This design comes from an exercise in tuning for a short achievable clock period and few clock cycles on the open sky130 flow, not from production work.
Only simulation tests tie the RTL to the original design; equivalence was not proved.
No activity file was given, so power comes from the tool's default toggle rates.

<file path="flow/config.mk">
export PLATFORM = sky130hd
export DESIGN_NAME = cpu
export DESIGN_NICKNAME = cpu
export VERILOG_FILES = /design/flow/design.v
export SDC_FILE = /design/flow/constraint.sdc
export NUM_CORES = 4
export LEC_CHECK = 0
export CAP_MARGIN = 20
export CORE_MARGIN = 2
export CORE_UTILIZATION = 40
export SETUP_SLACK_MARGIN = 4
export SLEW_MARGIN = 20
</file>
<file path="flow/constraint.sdc">
create_clock -name core_clock -period 6.0 [get_ports {clk}]
set_input_delay 1.2000 -clock core_clock [delete_from_list [all_inputs] [get_ports {clk}]]
set_output_delay 1.2000 -clock core_clock [all_outputs]
set_load 0.01 [all_outputs]
</file>
<file path="flow/design.v">
module cpu(clk,reset,s,in,out,N,V,Z,w,mem_addr,mem_cmd);
	input clk, reset, s;
	input [15:0] in;
	output N, V, Z, w;
	output [1:0] mem_cmd;
	output [8:0] mem_addr;
	output [15:0] out;
	reg N, V, Z, w;
	reg [1:0] mem_cmd;
	reg [8:0] mem_addr;
	reg [15:0] out;
	reg [8:0] pc;           
	reg busF, busL;         
	reg prevF, prevL;       
	reg [2:0] bus_rd;       
	reg [2:0] ld_rd;        
	reg [15:0] q0, q1, q2, q3;
	reg v0, v1, v2, v3;
	reg halt_issued;
	reg ex_v, ex_wen, ex_cmp, ex_ldr, ex_str, ex_halt, ex_and, ex_pass, ex_cin;
	reg [2:0] ex_rd;
	reg [15:0] A, B, S;
	wire [2:0] opc = q0[15:13];
	wire [1:0] op  = q0[12:11];
	wire is_movi = (opc == 3'b110) && (op == 2'b10);
	wire is_movr = (opc == 3'b110) && (op == 2'b00);
	wire is_alu  = (opc == 3'b101);
	wire is_add  = is_alu && (op == 2'b00);
	wire is_cmp  = is_alu && (op == 2'b01);
	wire is_and  = is_alu && (op == 2'b10);
	wire is_mvn  = is_alu && (op == 2'b11);
	wire is_ldr  = (opc == 3'b011);
	wire is_str  = (opc == 3'b100);
	wire is_halt = (opc == 3'b111);
	wire [2:0] rn = q0[10:8];
	wire [2:0] rm = q0[2:0];
	wire [2:0] rdf = q0[7:5];
	wire [2:0] wd = is_movi ? rn : rdf;
	wire useA = is_add | is_cmp | is_and | is_ldr | is_str;
	wire useB = is_movr | is_alu;
	wire useS = is_str;
	wire wen  = is_movi | is_movr | is_add | is_and | is_mvn;
	wire wany = wen | is_ldr;
	wire [15:0] sum;
	wire [15:0] res;
	wire [2:0] fl;
	ALU alu(.A(A), .B(B), .cin(ex_cin), .sel_and(ex_and), .sel_pass(ex_pass),
	        .sum(sum), .res(res), .flags(fl));
	wire ex_fw = ex_v & ex_wen;
	wire [15:0] va, vb, vs;
	regfile RF(.clk(clk),
	           .we1(ex_fw), .wn1(ex_rd), .wd1(res),
	           .we2(prevL), .wn2(ld_rd), .wd2(in),
	           .rn_a(rn), .rn_b(rm), .rn_s(rdf),
	           .da(va), .db(vb), .ds(vs));
	wire [15:0] vb_sh;
	shifter SH(.in(vb), .shift(q0[4:3]), .sout(vb_sh));
	wire [15:0] sx5 = {{11{q0[4]}}, q0[4:0]};
	wire [15:0] sx8 = {{8{q0[7]}}, q0[7:0]};
	wire [15:0] nextB = is_movi ? sx8 :
	                    (is_ldr | is_str) ? sx5 :
	                    ((is_cmp | is_mvn) ? ~vb_sh : vb_sh);
	wire hz_ex = ex_v & ex_ldr &
	             ((useA & (rn == ex_rd)) | (useB & (rm == ex_rd)) |
	              (useS & (rdf == ex_rd)) | (wany & (wd == ex_rd)));
	wire hz_bus = busL &
	             ((useA & (rn == bus_rd)) | (useB & (rm == bus_rd)) |
	              (useS & (rdf == bus_rd)));
	wire rd_go = v0 & ~halt_issued & ~hz_ex & ~hz_bus;
	always @(posedge clk) begin
		A <= va;
		B <= nextB;
		S <= vs;
		ex_rd <= wd;
		ex_wen <= wen;
		ex_cmp <= is_cmp;
		ex_ldr <= is_ldr;
		ex_str <= is_str;
		ex_halt <= is_halt;
		ex_and <= is_and;
		ex_pass <= is_movi | is_movr | is_mvn;
		ex_cin <= is_cmp;
		if (reset)
			ex_v <= 1'b0;
		else
			ex_v <= rd_go;
	end
	always @(posedge clk) begin
		if (ex_v & ex_cmp) begin
			N <= fl[2];
			V <= fl[1];
			Z <= fl[0];
		end
		if (reset)
			w <= 1'b0;
		else if (ex_v & ex_halt)
			w <= 1'b1;
		if (reset)
			halt_issued <= 1'b0;
		else if (rd_go & is_halt)
			halt_issued <= 1'b1;
	end
	wire ex_mem = ex_v & (ex_ldr | ex_str);
	wire [2:0] cnt = {2'b0, v0} + {2'b0, v1} + {2'b0, v2} + {2'b0, v3};
	wire [2:0] pend = cnt + {2'b0, prevF} + {2'b0, busF};
	wire fetch = s & ~halt_issued & ~w & (pend < 3'd4);
	always @(posedge clk) begin
		if (reset) begin
			mem_cmd <= 2'd1;
			mem_addr <= 9'd0;
			pc <= 9'd1;
			busF <= 1'b1;
			busL <= 1'b0;
			prevF <= 1'b0;
			prevL <= 1'b0;
		end else begin
			prevF <= busF;
			prevL <= busL;
			if (ex_mem) begin
				mem_cmd <= ex_ldr ? 2'd1 : 2'd2;
				mem_addr <= sum[8:0];
				busF <= 1'b0;
				busL <= ex_ldr;
			end else if (fetch) begin
				mem_cmd <= 2'd1;
				mem_addr <= pc;
				pc <= pc + 9'd1;
				busF <= 1'b1;
				busL <= 1'b0;
			end else begin
				mem_cmd <= 2'd0;
				busF <= 1'b0;
				busL <= 1'b0;
			end
		end
		out <= S;
		bus_rd <= ex_rd;
		ld_rd <= bus_rd;
	end
	wire e0v = rd_go ? v1 : v0;
	wire e1v = rd_go ? v2 : v1;
	wire e2v = rd_go ? v3 : v2;
	wire e3v = rd_go ? 1'b0 : v3;
	wire [15:0] e0 = rd_go ? q1 : q0;
	wire [15:0] e1 = rd_go ? q2 : q1;
	wire [15:0] e2 = rd_go ? q3 : q2;
	wire [15:0] e3 = q3;
	always @(posedge clk) begin
		q0 <= (prevF & ~e0v) ? in : e0;
		q1 <= (prevF & e0v & ~e1v) ? in : e1;
		q2 <= (prevF & e1v & ~e2v) ? in : e2;
		q3 <= (prevF & e2v & ~e3v) ? in : e3;
		if (reset) begin
			v0 <= 1'b0;
			v1 <= 1'b0;
			v2 <= 1'b0;
			v3 <= 1'b0;
		end else begin
			v0 <= e0v | prevF;
			v1 <= e1v | (prevF & e0v);
			v2 <= e2v | (prevF & e1v);
			v3 <= e3v | (prevF & e2v);
		end
	end
endmodule
module regfile(clk,we1,wn1,wd1,we2,wn2,wd2,rn_a,rn_b,rn_s,da,db,ds);
	input clk, we1, we2;
	input [2:0] wn1, wn2, rn_a, rn_b, rn_s;
	input [15:0] wd1, wd2;
	output [15:0] da, db, ds;
	reg [15:0] R0, R1, R2, R3, R4, R5, R6, R7;
	function [15:0] rd;
		input [2:0] n;
		input [15:0] r0, r1, r2, r3, r4, r5, r6, r7;
		case (n)
			3'd0: rd = r0;
			3'd1: rd = r1;
			3'd2: rd = r2;
			3'd3: rd = r3;
			3'd4: rd = r4;
			3'd5: rd = r5;
			3'd6: rd = r6;
			default: rd = r7;
		endcase
	endfunction
	function [15:0] fw;
		input [2:0] n;
		input [15:0] r;
		input e1, e2;
		input [2:0] n1, n2;
		input [15:0] d1, d2;
		if (e1 && n1 == n)
			fw = d1;
		else if (e2 && n2 == n)
			fw = d2;
		else
			fw = r;
	endfunction
	assign da = fw(rn_a, rd(rn_a, R0, R1, R2, R3, R4, R5, R6, R7), we1, we2, wn1, wn2, wd1, wd2);
	assign db = fw(rn_b, rd(rn_b, R0, R1, R2, R3, R4, R5, R6, R7), we1, we2, wn1, wn2, wd1, wd2);
	assign ds = fw(rn_s, rd(rn_s, R0, R1, R2, R3, R4, R5, R6, R7), we1, we2, wn1, wn2, wd1, wd2);
	always @(posedge clk) begin
		if (we1 && wn1 == 3'd0) R0 <= wd1; else if (we2 && wn2 == 3'd0) R0 <= wd2;
		if (we1 && wn1 == 3'd1) R1 <= wd1; else if (we2 && wn2 == 3'd1) R1 <= wd2;
		if (we1 && wn1 == 3'd2) R2 <= wd1; else if (we2 && wn2 == 3'd2) R2 <= wd2;
		if (we1 && wn1 == 3'd3) R3 <= wd1; else if (we2 && wn2 == 3'd3) R3 <= wd2;
		if (we1 && wn1 == 3'd4) R4 <= wd1; else if (we2 && wn2 == 3'd4) R4 <= wd2;
		if (we1 && wn1 == 3'd5) R5 <= wd1; else if (we2 && wn2 == 3'd5) R5 <= wd2;
		if (we1 && wn1 == 3'd6) R6 <= wd1; else if (we2 && wn2 == 3'd6) R6 <= wd2;
		if (we1 && wn1 == 3'd7) R7 <= wd1; else if (we2 && wn2 == 3'd7) R7 <= wd2;
	end
endmodule
module shifter(in,shift,sout);
	input [15:0] in;
	input [1:0] shift;
	output [15:0] sout;
	reg [15:0] sout;
	always @(*) begin
		case(shift)
			0: sout = in;
			1: sout = {in[14:0], 1'b0};
			2: sout = {1'b0, in[15:1]};
			default: sout = {in[15], in[15:1]};
		endcase
	end
endmodule
module ALU(A,B,cin,sel_and,sel_pass,sum,res,flags);
	input [15:0] A, B;
	input cin, sel_and, sel_pass;
	output [15:0] sum, res;
	output [2:0] flags;
	assign sum = A + B + {15'b0, cin};
	assign res = sel_and ? (A & B) : (sel_pass ? B : sum);
	assign flags = {sum[15], (A[15] != B[15]) && (sum[15] != A[15]), sum == 16'b0};
endmodule
</file>
<file path="flow/run.sh">
#!/bin/bash
# synth_recipe.tcl (not shown) runs the flow's synth.tcl, then flattens the netlist and writes it again
# the make line also repeats each setting of config.mk as NAME=value (left out here)
make -C /OpenROAD-flow-scripts/flow DESIGN_CONFIG=/design/flow/config.mk WORK_HOME=/design/flow/orfs CLKGATE_MAP_FILE= SYNTH_SCRIPT=/design/flow/synth_recipe.tcl finish
</file>
==> results.txt, run 1 <==
- Placement-stage cell area: 19390 um^2
- Run status: finished clean
- Wire length per cell: 27.17 um
- Die height: 214.8 um
- Final Hold Fails: 0
- Number of input and output port buffers inserted: 49
- Slew @ Worst Pin: 1109 ps
- Power density normalized to cell area: 413.9 nW/um^2
- CP top delay family: multiplexers
- H-Tree Level Count: 2
- Final Setup Violations: 0
- Crit path cell chain: nand3b_4 > nor2_4 > mux2_4 > xnor2_2 > o2111ai_2 > o311ai_4 > buf_6 > mux2i_4 > nand3_4 > mux2_2
- Share of post-route cells with drive strength above 1: 41.64%
- Number of iterations in the first detailed-routing pass: 9
- Sequential fraction of the synthesis area: 45.44%
- Tcrit/Tclk final: 49.97%
- Pin count of the biggest net entering global routing: 50
- Layout overhead on the synthesized area: 40.47%
- Achievable clock frequency: 333.5 MHz
- Ys flop type: sky130_fd_sc_hd__edfxtp_1
- Count of antenna diodes in the layout: 0
- Unrepaired setup endpoints after global routing: true
- Static Leak: 0.009272 uW
- Global Route Usage Sum: 28.92%
- Worst setup EP type: flip-flop
- Synthesized net count: 1848
- Worst clock skew: 22.31 ps
- Antenna violations before repair: 0
- Nature of the critical path startpoint: flip-flop
- Number of sinks handled by clock tree synthesis: 306
- Final period demand of the worst path: 2998 ps
- Count of hold buffers inserted by post-cts repair: 0
- Clock transition at the registers of the reported paths: 60 ps
- Fraction of registers with async set or reset after synthesis: 0%
- Commonest non-fill, non-tap cell in the layout: sky130_fd_sc_hd__edfxtp_1
- Leading cell types in the layout, fill and taps excluded: sky130_fd_sc_hd__edfxtp_1 (195), sky130_fd_sc_hd__nand2_1 (186), sky130_fd_sc_hd__buf_4 (151)
- Average footprint of a synthesized cell: 9.838 um^2
- Root buffer selected by CTS: sky130_fd_sc_hd__clkbuf_16
- EDFF count, synth: 195
- Number of inserted filler cells in the final layout: 3563
- Number of vias per cell: 6.338
- TritonCTS clock tree: yes
- Count of routing violations after the opening detailed-route iteration: 2367
- Number of max-slew violations in the final report: 0
- Number of buffers inserted during clock tree synthesis: 36
- Floorplan die area: 46150 um^2
- Count of maximum capacitance violations: 0
- Max-slew headroom at the worst pin: 25.80%
- Number of warning messages in the yosys log: 3
- GP Congestion: 0.9274
- Horizontal extent of the die: 214.8 um
- I/O Pins: 50
- Critical path buffers and inverters: 1
- Required time at the worst-slack endpoint: 6320 ps
- Final net count: 2052
- Number of distinct library cells after synthesis: 85
- Global-route congestion overflow total: 0
- Final TNS setup: 0 ps
- Mapped Area: 17780 um^2
- Global-route wire length before repair: 101300 um
- Type of the most critical hold path: reg -> reg
- Post-route antenna net violation count: 0
- Post-route cell area: 24970 um^2
- Core region area: 44030 um^2
- Worst setup path category: reg -> reg
- Post-Syn Instances: 1807
- Flops & latches, synth: 306
- Number of global-route vias before repair: 15925
- Clock latency on the worst-skew pair: 580 ps
- Critical path fanouts, max: 8
- Worst VDD drop: 0.2188 mV
- Max stage delay on crit path: 410 ps
- Number of buffers on the longest clock path: 3
- Site row count: 77
- Starting density of the core: 40.38%
- Post-detailed-route DRC marker count: 0
- Slowest-stage cell, CP: sky130_fd_sc_hd__edfxtp_1
- Data arrival at the endpoint of the critical path: 3310 ps
- Final routed wirelength across all metal layers: 71480 um
- HPWL Detailed: 39320 um
- Routed via count: 16676
## report_power, final
| part | switching, uW | total (uW) | leakage (uW) | internal (uW) |
|---|---|---|---|---|
| logic | 2910 | 5460 | 0.00599 | 2550 |
| registers | 157 | 2600 | 0.00271 | 2450 |
| clock network | 961 | 2270 | 0.000577 | 1310 |
| total | 4030 | 10300 | 0.00927 | 6310 |
## cells in the mapped netlist, drive strengths merged, types with 5 or more instances
cell type / instances / share of area, %
a21oi: 103 / 2.9
nor2b: 28 / 0.99
or2: 10 / 0.35
a22oi: 17 / 0.72
mux4: 23 / 2.9
or3: 5 / 0.18
a221oi: 16 / 0.79
and2: 7 / 0.26
a2111oi: 10 / 0.49
mux2i: 52 / 2.9
a21o: 8 / 0.34
o22ai: 32 / 1.1
xor2: 25 / 1.2
buf: 35 / 1.0
o221ai: 17 / 0.84
o31ai: 9 / 0.41
nor4b: 5 / 0.28
clkbuf: 131 / 2.8
mux2: 115 / 7.5
nand2b: 16 / 0.56
xnor2: 34 / 1.7
nor3b: 8 / 0.34
ha: 18 / 1.3
inv: 25 / 0.53
nand3b: 5 / 0.23
o211ai: 22 / 0.93
nor3: 21 / 0.59
nor2: 125 / 2.7
a311oi: 5 / 0.25
nand3: 37 / 1.1
a31oi: 25 / 0.91
and3: 11 / 0.39
edfxtp: 195 / 33
o21ai: 178 / 5.0
a211oi: 44 / 1.9
dfxtp: 111 / 12
nand2: 205 / 4.3
nand4: 9 / 0.32
## metal layers
layer	vias up	routed length [um]	global-route usage, %
met3	365	8050	7.006
met2	1056	31640	45.38
met5	-	0	0
met4	0	4994	17.59
li1	7194	-	-
met1	8061	26790	36.08
## path summary, 6_finish.rpt
kind | startpoint | to | slack, ps | depth (start not counted)
worst max-delay path | q0[11] | q1[8] | 3000 | 10
worst min-delay path | S[1] | out[1] | 320 | 0
worst max register to register | q0[11] | q1[8] | 3000 | 10
worst min register to register | S[1] | out[1] | 320 | 0
## through the flow
stage,std cells,util (%),power [uW],worst slack (ps),hold WS [ps]
floorplan,1807,-,4749,3149,309.6
global placement,2341,44.04,5471,2508,312.9
detailed placement,2341,44.04,5505,2444,312.1
CTS,2542,52.65,9061,3047,325.2
global route,2631,56.72,10660,2864,330.0
finish,2631,56.72,10340,3002,324.7
## timing repair
| action | 4_1_cts | 5_1_grt |
|---|---|---|
| pin swaps | 72 | 88 |
| resized for setup | 428 | 227 |
| endpoints found under the setup margin | 464 | 379 |
| cloned | 23 | 12 |
| setup buffers | 112 | 77 |
## layout make-up
| type | count | area (um^2) | share of cell area (%) |
|---|---|---|---|
| inverter | 27 | 108.9 | 0.4359 |
| timing repair buffer | 322 | 3530 | 14.13 |
| tap | 592 | 740.7 | 2.966 |
| clock buffer | 44 | 940.9 | 3.768 |
| sequential | 306 | 8127 | 32.54 |
| clock inverter | 22 | 249.0 | 0.9971 |
| multi-input combinational | 1318 | 11280 | 45.15 |
## cell families after synthesis
logic type	Yosys count	share of synthesized area [%]
simple gates	504	13.14
buf+inv	193	4.364
fa+ha+maj	22	1.717
flops	306	45.44
compound gates	533	19.07
mux	190	13.36
xor+xnor	59	2.907
Testbench counts, summed over its fixed seeds: cycles 8,450.
==> inputs of run 2 (changes only) <==
--- a/flow/config.mk
+++ b/flow/config.mk
@@ -8,5 +8,4 @@
 export CAP_MARGIN = 20
 export CORE_MARGIN = 2
 export CORE_UTILIZATION = 40
-export SETUP_SLACK_MARGIN = 4
 export SLEW_MARGIN = 20
==> run 2 against run 1 <==
Effect of this change:
- still clean on timing, DRC and antenna
- register-to-register slack got worse by 970 ps
- core utilization down 11 points
- synthesized area did not move
- non-clock buffer count shrank 211
- cell count shrank 8.4%
- total power fell by 28%
- clock power decreased by 5%
- design area is 20% lower
- hold slack about the same
- flip-flop and latch count unchanged
- worst setup slack lost 970 ps
- largest power group unchanged
==> results.txt, run 2 <==
- Mapped Area: 17780 um^2
- EDFF count, synth: 195
- Slowest-stage cell, CP: sky130_fd_sc_hd__o311ai_4
- Fraction of power spent switching nets: 37.63%
- Layout overhead on the synthesized area: 12.72%
- Leading post-synthesis cells by instance count: sky130_fd_sc_hd__nand2_1 (204), sky130_fd_sc_hd__edfxtp_1 (195), sky130_fd_sc_hd__o21ai_0 (175), sky130_fd_sc_hd__clkbuf_1 (131), sky130_fd_sc_hd__nor2_1 (124)
- Number of buffers inserted during clock tree synthesis: 36
- Sequential cell fraction of total power: 34.7%
- Nature of the critical path startpoint: flip-flop
- Count of hold buffers inserted by post-cts repair: 0
- Max-slew headroom at the worst pin: 29.02%
- Data arrival at the endpoint of the critical path: 4160 ps
- Slew @ Worst Pin: 1038 ps
- Post-synth top area cell: sky130_fd_sc_hd__edfxtp_1
- Antenna violations before repair: 0
- Hold_ws: 324.3 ps
- Global Route Usage Sum: 24.79%
- Number of vias per cell: 6.090
- Top area cells in the synthesized netlist: sky130_fd_sc_hd__edfxtp_1 (33%), sky130_fd_sc_hd__dfxtp_1 (13%), sky130_fd_sc_hd__mux2_2 (6.6%)
- Final routed wirelength across all metal layers: 57780 um
- Final Setup Violations: 0
- Worst Hold Launch: S[13]
- Area fraction in compound gates after synthesis: 19.07%
- Die height: 214.8 um
- Site row count: 77
- Achievable clock frequency: 252.1 MHz
- Post-CTS Setup Inserts: 0
- Critical path fanouts, max: 17
- TritonCTS clock tree: yes
- Number of cells in the finished layout apart from fillers: 2410
- Clock latency on the worst-skew pair: 570 ps
- HPWL Detailed: 38420 um
- Share of post-route cells with drive strength above 1: 16.39%
- Number of distinct library cells after synthesis: 85
- Simple-gate share of the synthesized area: 13.14%
- Run status: finished clean
- Largest family of logic cells by synthesized area: compound AO/OA/AOI/OAI gates
- Worst clock skew: 16.03 ps
- Required time at the worst-slack endpoint: 6190 ps
- Type of the most critical hold path: reg -> reg
- Tcrit/Tclk final: 66.11%
- Horizontal extent of the die: 214.8 um
- Fraction of registers with async set or reset after synthesis: 0%
- First element of the critical path: q0[11]
- Comb pwr share: 36.1%
- Cell with the most instances after synthesis: sky130_fd_sc_hd__nand2_1
- Ys flop type: sky130_fd_sc_hd__edfxtp_1
- Cell Count Post-Placement: 2344
- Average footprint of a synthesized cell: 9.838 um^2
- Starting density of the core: 40.38%
- Power density normalized to cell area: 370.1 nW/um^2
- Final TNS setup: 0 ps
- Sw Pwr: 2790 uW
- Worst setup path category: reg -> reg
- Unrepaired setup endpoints after global routing: false
- Flops & latches, synth: 306
- Area share of the largest cell type after synthesis: 32.94%
- Static Leak: 0.007236 uW
- Worst VDD drop: 0.1813 mV
- Clock transition at the registers of the reported paths: 60 ps
- Number of max-slew violations in the final report: 0
- Post-route antenna net violation count: 0
- Resized Gates After CTS: 0
- Number of buffers on the longest clock path: 3
- Core region area: 44030 um^2
- Pin count of the biggest net entering global routing: 57
- Final Hold Fails: 0
- Count of maximum capacitance violations: 0
- Leading cell types in the layout, fill and taps excluded: sky130_fd_sc_hd__nand2_1 (204), sky130_fd_sc_hd__edfxtp_1 (195), sky130_fd_sc_hd__o21ai_0 (167)
- Global-route wire length before repair: 88040 um
- Synthesized net count: 1848
- XOR/XNOR share of the synthesized area: 2.907%
- GP Congestion: 0.9241
- Floorplan die area: 46150 um^2
- Number of input and output port buffers inserted: 49
- Number of sinks handled by clock tree synthesis: 306
- Max stage delay on crit path: 700 ps
- Crit path cell chain: nand3b_2 > nor2_4 > mux2_4 > xnor2_1 > o2111ai_1 > o311ai_4 > mux2i_1 > nand2_2 > nand2_1
- Number of warning messages in the yosys log: 3
- Count of routing violations after the opening detailed-route iteration: 1701
- Final period demand of the worst path: 3967 ps
- Sequential fraction of the synthesis area: 45.44%
- Part of the power in the clock network: 29.2%
- Number of iterations in the first detailed-routing pass: 7
- Pint: 4625 uW
- Beginning of the worst register-to-register path: q0[11]
- Number of global-route vias before repair: 14486
- Post-Syn Instances: 1807
- Fraction of the mapped netlist area in adder cells: 1.717%
- I/O Pins: 50
- Post-detailed-route DRC marker count: 0
- Wire length per cell: 23.97 um
- Count of antenna diodes in the layout: 0
- H-Tree Level Count: 2
- Routed via count: 14676
- Portion of netlist area occupied by mux cells: 13.36%
- Number of inserted filler cells in the final layout: 4092
- Final net count: 1831
- Global-route congestion overflow total: 0
- Root buffer selected by CTS: sky130_fd_sc_hd__clkbuf_16
- Worst setup EP type: flip-flop
- Commonest non-fill, non-tap cell in the layout: sky130_fd_sc_hd__nand2_1
-- run 2: cell counts after synthesis --
Identical to the previous run, type by type.
-- run 2: cell type report --
class / count / area (um^2) / share of cell area (%)
multi-input combinational: 1308 / 9012 / 44.98
sequential: 306 / 8078 / 40.31
clock buffer: 50 / 1005 / 5.014
timing repair buffer: 111 / 950.9 / 4.746
tap: 592 / 740.7 / 3.697
clock inverter: 16 / 150.1 / 0.7493
inverter: 27 / 101.3 / 0.5058
-- run 2: cell families after synthesis --
logic type,after synthesis
compound gates,533
xor+xnor,59
fa+ha+maj,22
buf+inv,193
flops,306
mux,190
simple gates,504
-- run 2: power by group through the flow --
stage	clock network (uW)	registers, uW	logic (uW)
floorplan	0	2560	1760
global placement	0	2620	2580
detailed placement	0	2620	2600
CTS	2200	2580	2610
global route	2280	2600	2890
finish	2160	2580	2680
-- run 2: routing by layer --
layer / vias to the layer above / global-route usage [%] / wire length [um]
met5: - / 0 / 0
met4: 0 / 12.25 / 2977
met3: 166 / 5.053 / 5185
met2: 742 / 40.08 / 26310
met1: 7062 / 31.65 / 23300
li1: 6706 / - / -
-- run 2: worst paths after layout --
check / to / slack, ps / cells after the start
min reg2reg: out[13] / 320 / 0
min: out[13] / 320 / 0
max reg2reg: q2[9] / 2030 / 9
max: q2[9] / 2030 / 9
-- run 2: per-stage QoR --
step	worst slack, ps	area (um^2)	total power (uW)	utilization (%)
6_report	2033	20040	7416	45.51
5_1_grt	1727	20040	7761	45.51
4_1_cts	2026	20040	7387	45.52
3_5_place_dp	2042	18890	5221	42.90
3_3_place_gp	2106	18890	5194	42.90
2_1_floorplan	2482	17780	4325	-
-- run 2: worst max-delay path, delay by kind of cell, from the launching register on --
kind | cells | cell delay, ps
flops | 1 | 490
mux | 2 | 630
simple gates | 4 | 1450
compound gates | 2 | 880
xor+xnor | 1 | 130

[afterwards: timing with drivers on the ports]
No port has a modelled driver above. Below, the same layouts with a new extraction and two added sets of constraints. Step 1 (the two cells are an assumption about what drives the block):
set clk [get_ports {clk}]
set_driving_cell -lib_cell sky130_fd_sc_hd__clkbuf_16 $clk
set_driving_cell -lib_cell sky130_fd_sc_hd__buf_2 [delete_from_list [all_inputs] $clk]
Step 2 adds t to the input delays and takes it off the output delays; t is the mean of the earliest and latest rising clock arrival at the registers after step 1. Input paths then give back, and output paths get back, about the clock's delay inside the block. Slacks: ideal / step 1 / step 2; pairs: ideal / step 1.
run | t, ns | setup slack, ns | worst setup path at the end
run 1 | 0.633 | 3.002 / 3.002 / 2.582 | input to register
run 2 | 0.616 | 2.033 / 2.033 / 2.033 | register to register
After both steps every run listed still meets setup and hold. For run 1, which loses most, drivers alone change the setup slack by 0.000 ns; drivers and shift together by -0.420 ns.
